Context: an optimization exercise on an open-source flow, tuned for a short achievable clock period and few clock cycles. The choices shown serve that exercise and are no tape-out recipe.
No functional check of the RTL was part of any run shown here.
No activity file was given, so power comes from the tool's default toggle rates.

==> flow/config.mk <==
export PLATFORM = sky130hd
export DESIGN_NAME = Pipelined_CPU
export DESIGN_NICKNAME = Pipelined_CPU
export VERILOG_FILES = /design/flow/design.v
export SDC_FILE = /design/flow/constraint.sdc
export NUM_CORES = 4
export LEC_CHECK = 0
export CAP_MARGIN = 20
export CORE_MARGIN = 2
export CORE_UTILIZATION = 40
export SLEW_MARGIN = 20
==> flow/constraint.sdc <==
create_clock -name core_clock -period 9.0 [get_ports {clk}]
set_input_delay 1.8000 -clock core_clock [delete_from_list [all_inputs] [get_ports {clk}]]
set_output_delay 1.8000 -clock core_clock [all_outputs]
set_load 0.01 [all_outputs]
==> flow/design.v <==
`timescale 1ns / 1ps
module Pipelined_CPU(
    input clk,
    input reset,
    output reg [31:0] iaddr,
    input [31:0] idata,
    output reg [31:0] daddr,
    input [31:0] drdata,
    output reg [31:0] dwdata,
    output reg [3:0] we,
    output reg [31:0] pc
    );
    reg [31:0] pc_r;
    reg        d_valid;
    reg [31:0] d_ir;
    reg [31:0] d_pc;
    reg        e_valid;
    reg [31:0] e_a;         
    reg [31:0] e_b;         
    reg [31:0] e_sd;        
    reg [31:0] e_imm;
    reg [31:0] e_pre;       
    reg [31:0] e_alt;       
    reg [4:0]  e_rd;
    reg        e_wen;
    reg        e_load;
    reg        e_store;
    reg        e_br;
    reg        e_jalr;
    reg        e_pred;
    reg [2:0]  e_f3;
    reg        e_sub;
    reg        e_arith;
    reg [8:0]  e_sel;       
    reg        e_fa1, e_fa2, e_fb1, e_fb2, e_fs1, e_fs2;
    reg        m_wen;
    reg        m_load;
    reg [4:0]  m_rd;
    reg [31:0] m_res;
    reg [2:0]  m_f3;
    reg        w_wen;
    reg [4:0]  w_rd;
    reg [31:0] w_res;
    reg [31:0] rf [1:31];
    wire [6:0] op = d_ir[6:0];
    wire [4:0] rs1 = d_ir[19:15];
    wire [4:0] rs2 = d_ir[24:20];
    wire [4:0] rd  = d_ir[11:7];
    wire [2:0] f3  = d_ir[14:12];
    wire is_lui   = (op == 7'b0110111);
    wire is_auipc = (op == 7'b0010111);
    wire is_jal   = (op == 7'b1101111);
    wire is_jalr  = (op == 7'b1100111);
    wire is_br    = (op == 7'b1100011);
    wire is_load  = (op == 7'b0000011);
    wire is_store = (op == 7'b0100011);
    wire is_alui  = (op == 7'b0010011);
    wire is_alur  = (op == 7'b0110011);
    wire use_rs1 = is_jalr | is_br | is_load | is_store | is_alui | is_alur;
    wire use_rs2 = is_br | is_store | is_alur;
    wire rs2_alu = is_br | is_alur;      
    wire wen     = (is_lui | is_auipc | is_jal | is_jalr | is_load | is_alui | is_alur) & (rd != 5'd0);
    wire [31:0] imm_i = {{20{d_ir[31]}}, d_ir[31:20]};
    wire [31:0] imm_s = {{20{d_ir[31]}}, d_ir[31:25], d_ir[11:7]};
    wire [31:0] imm_b = {{19{d_ir[31]}}, d_ir[31], d_ir[7], d_ir[30:25], d_ir[11:8], 1'b0};
    wire [31:0] imm_u = {d_ir[31:12], 12'd0};
    wire [31:0] imm_j = {{11{d_ir[31]}}, d_ir[31], d_ir[19:12], d_ir[20], d_ir[30:21], 1'b0};
    wire [31:0] imm = is_store ? imm_s :
                      (is_lui | is_auipc) ? imm_u : imm_i;
    wire [31:0] poff = is_br ? imm_b : is_jal ? imm_j : imm_u;
    wire [31:0] psum = d_pc + poff;
    wire [31:0] pc4  = d_pc + 32'd4;
    wire [31:0] rf1 = (rs1 == 5'd0) ? 32'd0 : rf[rs1];
    wire [31:0] rf2 = (rs2 == 5'd0) ? 32'd0 : rf[rs2];
    wire [31:0] rv1 = (w_wen && w_rd == rs1) ? w_res : rf1;
    wire [31:0] rv2 = (w_wen && w_rd == rs2) ? w_res : rf2;
    wire hz1 = use_rs1 && e_load && e_wen && (e_rd == rs1);
    wire hz2 = use_rs2 && e_load && e_wen && (e_rd == rs2);
    wire stall = d_valid && e_valid && (hz1 || hz2);
    wire pred = is_jal | (is_br & d_ir[31]);
    wire x1 = e_valid && e_wen;        
    wire x2 = m_wen;                   
    wire fa1 = use_rs1 && x1 && (e_rd == rs1);
    wire fa2 = use_rs1 && x2 && (m_rd == rs1) && !fa1;
    wire fr1 = use_rs2 && x1 && (e_rd == rs2);
    wire fr2 = use_rs2 && x2 && (m_rd == rs2) && !fr1;
    wire alu_sub = (is_alur & d_ir[30] & (f3 == 3'b000)) |
                   ((is_alur | is_alui) & (f3 == 3'b010 || f3 == 3'b011)) |
                   is_br;
    wire alu_op = is_alur | is_alui;
    wire [8:0] sel;
    assign sel[0] = (alu_op & f3 == 3'b000) | is_load | is_store;
    assign sel[1] = alu_op & f3 == 3'b010;
    assign sel[2] = alu_op & f3 == 3'b011;
    assign sel[3] = alu_op & f3 == 3'b100;
    assign sel[4] = alu_op & f3 == 3'b110;
    assign sel[5] = alu_op & f3 == 3'b111;
    assign sel[6] = alu_op & f3 == 3'b001;
    assign sel[7] = alu_op & f3 == 3'b101;
    assign sel[8] = is_lui | is_auipc | is_jal | is_jalr;
    wire [31:0] pre = is_lui ? imm_u : is_auipc ? psum : pc4;
    wire [31:0] a  = e_fa1 ? m_res : e_fa2 ? w_res : e_a;
    wire [31:0] b  = e_fb1 ? m_res : e_fb2 ? w_res : e_b;
    wire [31:0] sd = e_fs1 ? m_res : e_fs2 ? w_res : e_sd;
    wire [31:0] bx = e_sub ? ~b : b;
    wire [32:0] sum = {1'b0, a} + {1'b0, bx} + {32'd0, e_sub};
    wire        ltu = ~sum[32];
    wire        lts = (a[31] ^ b[31]) ? a[31] : sum[31];
    wire        eq  = (a == b);
    wire [31:0] sll = a << b[4:0];
    wire [31:0] srl = $signed({e_arith & a[31], a}) >>> b[4:0];
    wire [31:0] res =
        ({32{e_sel[0]}} & sum[31:0]) |
        ({32{e_sel[1]}} & {31'd0, lts}) |
        ({32{e_sel[2]}} & {31'd0, ltu}) |
        ({32{e_sel[3]}} & (a ^ b)) |
        ({32{e_sel[4]}} & (a | b)) |
        ({32{e_sel[5]}} & (a & b)) |
        ({32{e_sel[6]}} & sll) |
        ({32{e_sel[7]}} & srl) |
        ({32{e_sel[8]}} & e_pre);
    reg taken;
    always @(*) begin
        case (e_f3)
            3'b000: taken = eq;
            3'b001: taken = ~eq;
            3'b100: taken = lts;
            3'b101: taken = ~lts;
            3'b110: taken = ltu;
            3'b111: taken = ~ltu;
            default: taken = 1'b0;
        endcase
    end
    wire mispred = e_valid && e_br && (taken != e_pred);
    wire jump    = e_valid && e_jalr;
    wire ex_redirect = mispred || jump;
    wire [31:0] ex_target = e_jalr ? {sum[31:1], 1'b0} : e_alt;
    reg [3:0]  st_we;
    reg [31:0] st_data;
    always @(*) begin
        st_data = sd;
        st_we   = 4'b0000;
        case (e_f3)
            3'b000: begin
                st_we   = 4'b0001 << sum[1:0];
                st_data = {4{sd[7:0]}};
            end
            3'b001: begin
                st_we   = sum[1] ? 4'b1100 : 4'b0011;
                st_data = {2{sd[15:0]}};
            end
            3'b010: st_we = 4'b1111;
            default: st_we = 4'b0000;
        endcase
    end
    reg [31:0] ld;
    wire [1:0] la = m_res[1:0];
    always @(*) begin
        case (m_f3)
            3'b000: case (la)
                        2'b00: ld = {{24{drdata[7]}},  drdata[7:0]};
                        2'b01: ld = {{24{drdata[15]}}, drdata[15:8]};
                        2'b10: ld = {{24{drdata[23]}}, drdata[23:16]};
                        default: ld = {{24{drdata[31]}}, drdata[31:24]};
                    endcase
            3'b001: ld = la[1] ? {{16{drdata[31]}}, drdata[31:16]} : {{16{drdata[15]}}, drdata[15:0]};
            3'b100: case (la)
                        2'b00: ld = {24'd0, drdata[7:0]};
                        2'b01: ld = {24'd0, drdata[15:8]};
                        2'b10: ld = {24'd0, drdata[23:16]};
                        default: ld = {24'd0, drdata[31:24]};
                    endcase
            3'b101: ld = la[1] ? {16'd0, drdata[31:16]} : {16'd0, drdata[15:0]};
            default: ld = drdata;
        endcase
    end
    wire id_redirect = d_valid && pred && !stall;
    wire [31:0] pc_seq = stall ? pc_r : id_redirect ? psum : pc_r + 32'd4;
    wire [31:0] pc_next = ex_redirect ? ex_target : pc_seq;
    always @(*) begin
        iaddr  = pc_r;
        pc     = pc_r;
        daddr  = m_res;
    end
    always @(posedge clk) begin
        if (reset) pc_r <= 32'd0;
        else       pc_r <= pc_next;
        if (reset || ex_redirect || id_redirect)
            d_valid <= 1'b0;
        else if (!stall)
            d_valid <= 1'b1;
        if (!stall) begin
            d_ir <= idata;
            d_pc <= pc_r;
        end
        if (reset || ex_redirect || stall || !d_valid)
            e_valid <= 1'b0;
        else
            e_valid <= 1'b1;
        e_a     <= rv1;
        e_b     <= rs2_alu ? rv2 : imm;
        e_sd    <= rv2;
        e_imm   <= imm;
        e_pre   <= pre;
        e_alt   <= pred ? pc4 : psum;
        e_rd    <= rd;
        e_wen   <= wen;
        e_load  <= is_load;
        e_store <= is_store;
        e_br    <= is_br;
        e_jalr  <= is_jalr;
        e_pred  <= pred;
        e_f3    <= f3;
        e_sub   <= alu_sub;
        e_arith <= d_ir[30];
        e_sel   <= sel;
        e_fa1   <= fa1;
        e_fa2   <= fa2;
        e_fb1   <= fr1 & rs2_alu;
        e_fb2   <= fr2 & rs2_alu;
        e_fs1   <= fr1;
        e_fs2   <= fr2;
        m_wen  <= !reset && e_valid && e_wen;
        m_load <= e_load;
        m_rd   <= e_rd;
        m_res  <= res;
        m_f3   <= e_f3;
        we     <= (!reset && e_valid && e_store) ? st_we : 4'b0000;
        dwdata <= st_data;
        w_wen <= !reset && m_wen;
        w_rd  <= m_rd;
        w_res <= m_load ? ld : m_res;
        if (w_wen) rf[w_rd] <= w_res;
    end
endmodule
==> flow/run.sh <==
#!/bin/bash
# synth_recipe.tcl (not shown) runs the flow's synth.tcl, then flattens the netlist and writes it again
# the make line also repeats each setting of config.mk as NAME=value (left out here)
make -C /OpenROAD-flow-scripts/flow DESIGN_CONFIG=/design/flow/config.mk WORK_HOME=/design/flow/orfs CLKGATE_MAP_FILE= SYNTH_SCRIPT=/design/flow/synth_recipe.tcl finish
==> results of run 1 <==
## cells in the mapped netlist, types with 30 or more instances
library cell,instances,area [µm²]
a221o_1,31,310
a21o_1,67,503
clkbuf_1,276,1040
nor3_1,50,250
nand2_1,432,1620
o21a_1,30,225
buf_1,104,390
xnor2_1,92,806
a21oi_1,313,1570
a211oi_1,129,968
nand3_1,75,375
o21ai_0,237,1190
inv_1,107,402
o211ai_1,52,390
ha_1,128,1600
edfxtp_1,1056,31700
mux2i_1,355,3550
nor2_1,376,1410
buf_4,34,255
xor2_1,56,490
dfxtp_1,351,7030
mux4_2,553,12500
## logic make-up after synthesis
logic type | synth area share (%)
xor+xnor | 1.80
mux | 22.5
compound gates | 9.75
buf+inv | 3.05
simple gates | 6.86
fa+ha+maj | 2.28
flops | 53.8
## flip-flops by register name, indices dropped and copies added, names as in the netlist, 3 cells and up, named ones only
| signal | cells |
|---|---|
| d_ir | 32 |
| d_pc | 32 |
| dwdata | 32 |
| e_a | 32 |
| e_alt | 32 |
| e_b | 32 |
| e_f3 | 3 |
| e_pre | 32 |
| e_rd | 5 |
| e_sd | 32 |
| e_sel | 9 |
| m_f3 | 3 |
| m_rd | 5 |
| m_res | 32 |
| pc_r | 32 |
| rf | 992 |
| w_rd | 5 |
| w_res | 32 |
| we | 4 |
## power groups by stage
stage	logic [mW]	registers, mW	clock network (mW)
floorplan	1.18	7.23	0
global placement	1.96	7.31	0
detailed placement	1.94	7.31	0
CTS	1.95	7.17	6.36
global route	2.07	7.18	6.61
finish	1.98	7.18	6.29
## layout make-up
| class | count | area, µm² |
|---|---|---|
| repair buffers | 332 | 3070 |
| fillers | 15700 | 97200 |
| clock buffers | 201 | 4190 |
| clock inverters | 78 | 813 |
| diodes | 5 | 12.5 |
| flip-flops and latches | 1407 | 38800 |
| well taps | 2355 | 2950 |
| inverters | 112 | 422 |
| multi-input cells | 3420 | 31400 |
## placed cells by master (no fill, tap or decap), drive strengths merged, types with 25 or more instances in the layout
master	count
clkdlybuf4s50	196
nor2b	26
o21a	30
mux2i	355
clkinv	63
nand3	75
a21oi	313
nor3	50
buf	136
dfxtp	351
a21o	67
xnor2	92
o21ai	254
xor2	56
a211oi	131
inv	118
nor2	376
o211ai	52
a31oi	25
nand2	432
and3	25
nand4	28
clkbuf	201
ha	128
a221o	31
edfxtp	1056
mux4	553
## worst paths after layout
check / to / slack (ns) / cells past startpoint
worst min register to register: m_load / 0.38 / 0
worst min-delay path: m_load / 0.38 / 0
worst max register to register: pc_r[16] / 2.72 / 16
worst max-delay path: pc_r[16] / 2.72 / 16
## per-layer routing
metal / GRT usage [%] / share of wire [%] / wire [µm]
met5: 0 / 0.0074 / 20
met4: 17.7 / 6.9 / 18600
met3: 4.96 / 7.8 / 21100
met2: 47.0 / 48 / 129000
met1: 35.9 / 38 / 101000
## worst max-delay path: cells and delay by family, from the launching register on
kind | cells | cell delay [ns]
AO/OA/AOI/OAI | 5 | 2.07
adder cells (fa/ha/maj) | 1 | 0.59
buffers and inverters | 3 | 1.02
flip-flops | 1 | 0.31
multiplexers | 3 | 1.35
AND/OR/NAND/NOR | 4 | 0.82
==> run notes, run 1 <==
Area Overhead vs Synth: 13.3%
Hold Vio Cnt, Final: 0
DR WL/cell: 34.1 µm
TritonCTS clock tree: yes
slowest stage cell, crit path: o31a_1
Synth async-reset ratio: 0%
post-route clock period utilization: 69.8%
Switching Fraction: 26.9%
nets: 5621
I/O pin count: 198
Leak Pwr: 28.5 nW
largest net degree at the start of global routing: 111
Yosys cell types: 87
share of layout cells above drive strength 1: 18.7%
sequential share of power: 46.5%
Cells after Synth: 5369
Worst setup EP type: flop
number of global-route vias before repair: 48900
setup TNS: 0 ns
pwr dens: 189 mW/mm²
slack of the critical path: 2.72 ns
WL final: 270 mm
Final Critical Period: 6.28 ns
CP Launch Type: flop
RSZ-0062 raised after global routing: no
CP Data Arrival Time: 7.03 ns
Post-CTS Resized: 0
clock tree buffer depth: 3
Placed Area: 0.0766 mm²
Setup Buffers After CTS: 0
CTS hold repair buffers: 0
Max stage delay on crit path: 0.82 ns
Clock Tree Root: clkbuf_16
Core ar.: 0.179 mm²
CP Cell Sequence: buf_4 -> mux2_2 -> mux2i_1 -> inv_1 -> ha_1 -> and3_1 -> nand2_1 -> or2_2 -> o22ai_1 -> nor3_1 -> mux2_2 -> a2111oi_2 -> o31a_1 -> buf_4 -> a2111oi_0 -> a211oi_1
via count: 49800
placed insts: 7626
Seq cells post-synth: 1407
syn_nets: 5565
first-pass GRT wire length: 375 mm
Switch Pwr: 4.16 mW
status: complete, no violations
DR pass1 iterations: 8
WP data required: 9.74 ns
initial antenna violation count: 12
critical path class: flop to flop
die extent in x: 428 µm
Clock Power Share: 40.7%
worst-path fanout max: 32
Chip Height: 428 µm
Max Cap Viol: 0
# port buffers: 197
GPL Wtd Cong: 1.01
Yosys Warn Count: 1
Least-Margin Pin Slew: 1.34 ns
GRT Overall Usage: 28.9%
clk slew on worst S/H paths: 0.06 ns
clock latency (worst-skew pair): 0.83 ns
Clock Sinks: 1407
Starting DRT DRC Count: 6127
Worst slew margin: 10.5%
max-slew violation count: 0
die area: 0.184 mm²
worst vdd ir: 0.000183 V
Non-Filler Instances: 7910
routed vias/inst: 6.30
Post-synth EDFFs: 1056
number of core rows: 155
starting density of the core: 40.3%
Hold WC Path Type: flop to flop
Synth Flop Type: edfxtp_1
H-tree levels: 4
maximum clock rate: 159 MHz
fin util: 45.7%
global route overflow: 0
ANT nets after route: 0
Place WS: 2.79 ns
Logic pwr share: 12.8%
hold path start: e_load
DRC: 0
# setup viols final: 0
Worst Skew: 0.0462 ns
Mapped Area: 0.0721 mm²
CP startpoint: e_fa2
Finished Cell Area: 0.0816 mm²
Avg Inst Size Synth: 13.4 µm²
sequential area share after synthesis: 53.8%
worst hold margin: 0.381 ns
Pint: 11.3 mW
CTS buffer count: 152
Final Power: 15.4 mW
reg2reg start: e_fa2
DP HPWL: 176 mm
==> run 2, diff against run 1 <==
--- a/flow/config.mk
+++ b/flow/config.mk
@@ -5,7 +5,9 @@
 export SDC_FILE = /design/flow/constraint.sdc
 export NUM_CORES = 4
 export LEC_CHECK = 0
+export ABC_CLOCK_PERIOD_IN_PS = 3000
 export CAP_MARGIN = 20
 export CORE_MARGIN = 2
 export CORE_UTILIZATION = 40
+export SETUP_SLACK_MARGIN = 5
 export SLEW_MARGIN = 20
==> run notes, run 2 <==
Most flops, register: rf
I/O pin count: 198
critical path class: flop to flop
Chip Height: 428 µm
Synth async-reset ratio: 0%
Synth Flop Type: edfxtp_1
post-synth top area share: 44.0%
Final Power: 15.9 mW
Switching Fraction: 26.5%
syn_nets: 5565
max FFs per register: 992
Area Overhead vs Synth: 18.7%
GPL Wtd Cong: 1.04
# port buffers: 197
WL final: 278 mm
Least-Margin Pin Slew: 1.27 ns
maximum clock rate: 214 MHz
H-tree levels: 4
largest net degree at the start of global routing: 139
Worst slew margin: 14.8%
number of global-route vias before repair: 50100
Yosys Warn Count: 1
most common cell in the netlist: edfxtp_1
worst hold path depth: 0
nets: 5785
CP Launch Type: flop
Pint: 11.7 mW
Worst Hold Path EP: m_load
starting density of the core: 40.3%
Seq cells post-synth: 1407
Leak Pwr: 30.0 nW
# setup viols final: 0
Non-Filler Instances: 8071
Clock Tree Root: clkbuf_16
slack of the critical path: 4.32 ns
reg2reg setup slack: 4.32 ns
worst reg-to-reg path cell count: 17
synth top area cells: edfxtp_1 44%, mux4_2 17%, dfxtp_1 9.8%
ANT nets after route: 0
max-slew violation count: 0
placed insts: 7625
setup TNS: 0 ns
hold path start: e_load
pwr dens: 186 mW/mm²
DP HPWL: 176 mm
via count: 51600
status: complete, no violations
worst hold margin: 0.394 ns
DRC: 0
TritonCTS clock tree: yes
commonest non-fill, non-tap cell in the layout: edfxtp_1
Filler cells: 15400
Final Critical Period: 4.68 ns
sequential share of power: 45.1%
synth cell count leaders: 1056 x edfxtp_1, 553 x mux4_2, 432 x nand2_1
routed vias/inst: 6.39
WP data required: 9.68 ns
Cells after Synth: 5369
worst-path fanout max: 36
die area: 0.184 mm²
Post-synth EDFFs: 1056
share of layout cells above drive strength 1: 25.8%
DR WL/cell: 34.4 µm
DR pass1 iterations: 6
post-route clock period utilization: 52.0%
Yosys cell types: 87
CTS hold repair buffers: 0
die extent in x: 428 µm
Clock Power Share: 41.1%
Hold WC Path Type: flop to flop
Worst Skew: 0.0417 ns
Max Cap Viol: 0
Worst setup EP type: flop
Hold Vio Cnt, Final: 0
Clock Sinks: 1407
number of core rows: 155
Core ar.: 0.179 mm²
CTS buffer count: 155
Avg Inst Size Synth: 13.4 µm²
clock tree buffer depth: 3
clk slew on worst S/H paths: 0.06 ns
CP Data Arrival Time: 5.35 ns
first-pass GRT wire length: 386 mm
Logic pwr share: 13.8%
reg2reg start: e_fb2
most frequent cells in the layout: 1056 x edfxtp_1, 553 x mux4_2, 422 x nand2_1
Mapped Area: 0.0721 mm²
worst vdd ir: 0.000215 V
leading area contributor after synthesis: edfxtp_1
Place WS: 3.04 ns
GRT Overall Usage: 29.6%
initial antenna violation count: 13
Starting DRT DRC Count: 6620
Switch Pwr: 4.22 mW
clock latency (worst-skew pair): 0.84 ns
global route overflow: 0
sequential area share after synthesis: 53.8%
reg2reg end: pc_r[5]
RSZ-0062 raised after global routing: yes
[run 2: cell count changes in the layout (fill, tap and decap cells not counted), moves of 24 or more]
cell	delta
buf_4	+91
a21oi_1	-55
a21oi_2	+50
buf_6	+37
ha_1	-27
a211oi_1	-26
a211oi_2	+24
[run 2: power groups by stage]
stage	registers (mW)	clock network (mW)	logic [mW]
after floorplan	7.23	0	1.20
after global placement	7.32	0	1.94
after detailed placement	7.32	0	1.94
after CTS	7.18	6.62	2.07
after global routing	7.18	6.87	2.28
final	7.18	6.55	2.20
[run 2: routing by layer]
metal,wire length (µm),vias up,share of wire [%],track usage [%]
met5,43,-,0.015,0
met4,19400,6,7.0,17.7
met3,24600,734,8.9,5.57
met2,127000,2939,46,46.3
met1,106000,26500,38,38.5
li1,-,21400,-,-
[run 2: cells by family (layout without fill, tap and decap cells)]
group	count (synthesis)	count (layout)	synth area share, %
other	0	4	0
multiplexers	926	926	22.5
flip-flops	1407	1407	53.8
adder cells (fa/ha/maj)	130	130	2.28
AND/OR/NAND/NOR	1126	1126	6.86
XOR/XNOR	148	148	1.80
AO/OA/AOI/OAI	1090	1091	9.75
buffers and inverters	542	884	3.05
[run 2: worst max-delay path, cell delays in order, from the launching register on]
cell	delay [ns]
dfxtp_4	0.45
buf_12	0.21
mux2_4	0.33
o21ai_4	0.19
buf_4	0.23
inv_2	0.20
buf_8	0.28
o221ai_2	0.38
nand3_2	0.19
a211oi_4	0.32
mux2_4	0.34
a2111oi_4	0.42
buf_4	0.19
o31ai_4	0.07
buf_12	0.19
buf_12	0.13
a211oi_1	0.26
a211oi_2	0.09
[run 2: cell type report]
class	count	area [µm²]	area share (%)
sequential	1407	38900	45.4
inverter	112	432	0.505
multi-input combinational	3421	33200	38.8
antenna	4	10.0	0.0117
clock buffer	200	4300	5.03
tap	2355	2950	3.45
clock inverter	80	891	1.04
timing repair buffer	492	4900	5.73
[run 2: repair_timing]
| item | CTS | global route |
|---|---|---|
| gates resized for setup | 275 | 138 |
| cloned | 15 | 1 |
| setup buffers | 97 | 49 |
| setup endpoints to repair | 177 | 151 |
| pin swaps | 72 | 86 |
[run 2: how the worst max path moves through the flow]
| stage | slack, ns | start | cells after the start | to |
|---|---|---|---|---|
| global route | 4.22 | e_fb2 | 19 | pc_r[5] |
| CTS | 4.36 | e_fb2 | 19 | pc_r[5] |
| global placement | 2.97 | e_fa2 | 14 | pc_r[15] |
| finish | 4.32 | e_fb2 | 17 | pc_r[5] |
| detailed placement | 3.04 | e_fa2 | 14 | pc_r[23] |
| floorplan | 4.83 | w_res[1] | 19 | pc_r[15] |
[run 2: stage by stage]
stage / util (%) / instance area (µm²)
6_report: 47.8 / 85500
5_1_grt: 47.8 / 85500
4_1_cts: 47.2 / 84500
3_5_place_dp: 43.0 / 76900
3_3_place_gp: 43.0 / 76900
2_1_floorplan: - / 72500

[afterwards: timing with drivers on the ports]
No port has a modelled driver above. Below, the same layouts with a new extraction and two added sets of constraints. Step 1 (the two cells are an assumption about what drives the block):
set clk [get_ports {clk}]
set_driving_cell -lib_cell sky130_fd_sc_hd__clkbuf_16 $clk
set_driving_cell -lib_cell sky130_fd_sc_hd__buf_2 [delete_from_list [all_inputs] $clk]
Step 2 also shifts input and output timing later by t, the mid clock arrival at the registers, as if the neighbouring blocks saw the same clock. Slacks: no drivers / after step 1 / after step 2; pairs: no drivers / after step 1.
run | t (ns) | setup slack, ns | latest minus earliest clock arrival (ns) | worst data-port slew with drivers (ns)
run 1 | 0.903 | 2.716 / 2.716 / 2.716 | 0.046 / 0.047 | 0.28
run 2 | 0.916 | 4.322 / 4.322 / 4.168 | 0.044 / 0.043 | 0.26
After both steps setup and hold are still met in every run listed. For run 2, which loses most, drivers alone change the setup slack by 0.000 ns; drivers and shift together by -0.154 ns.
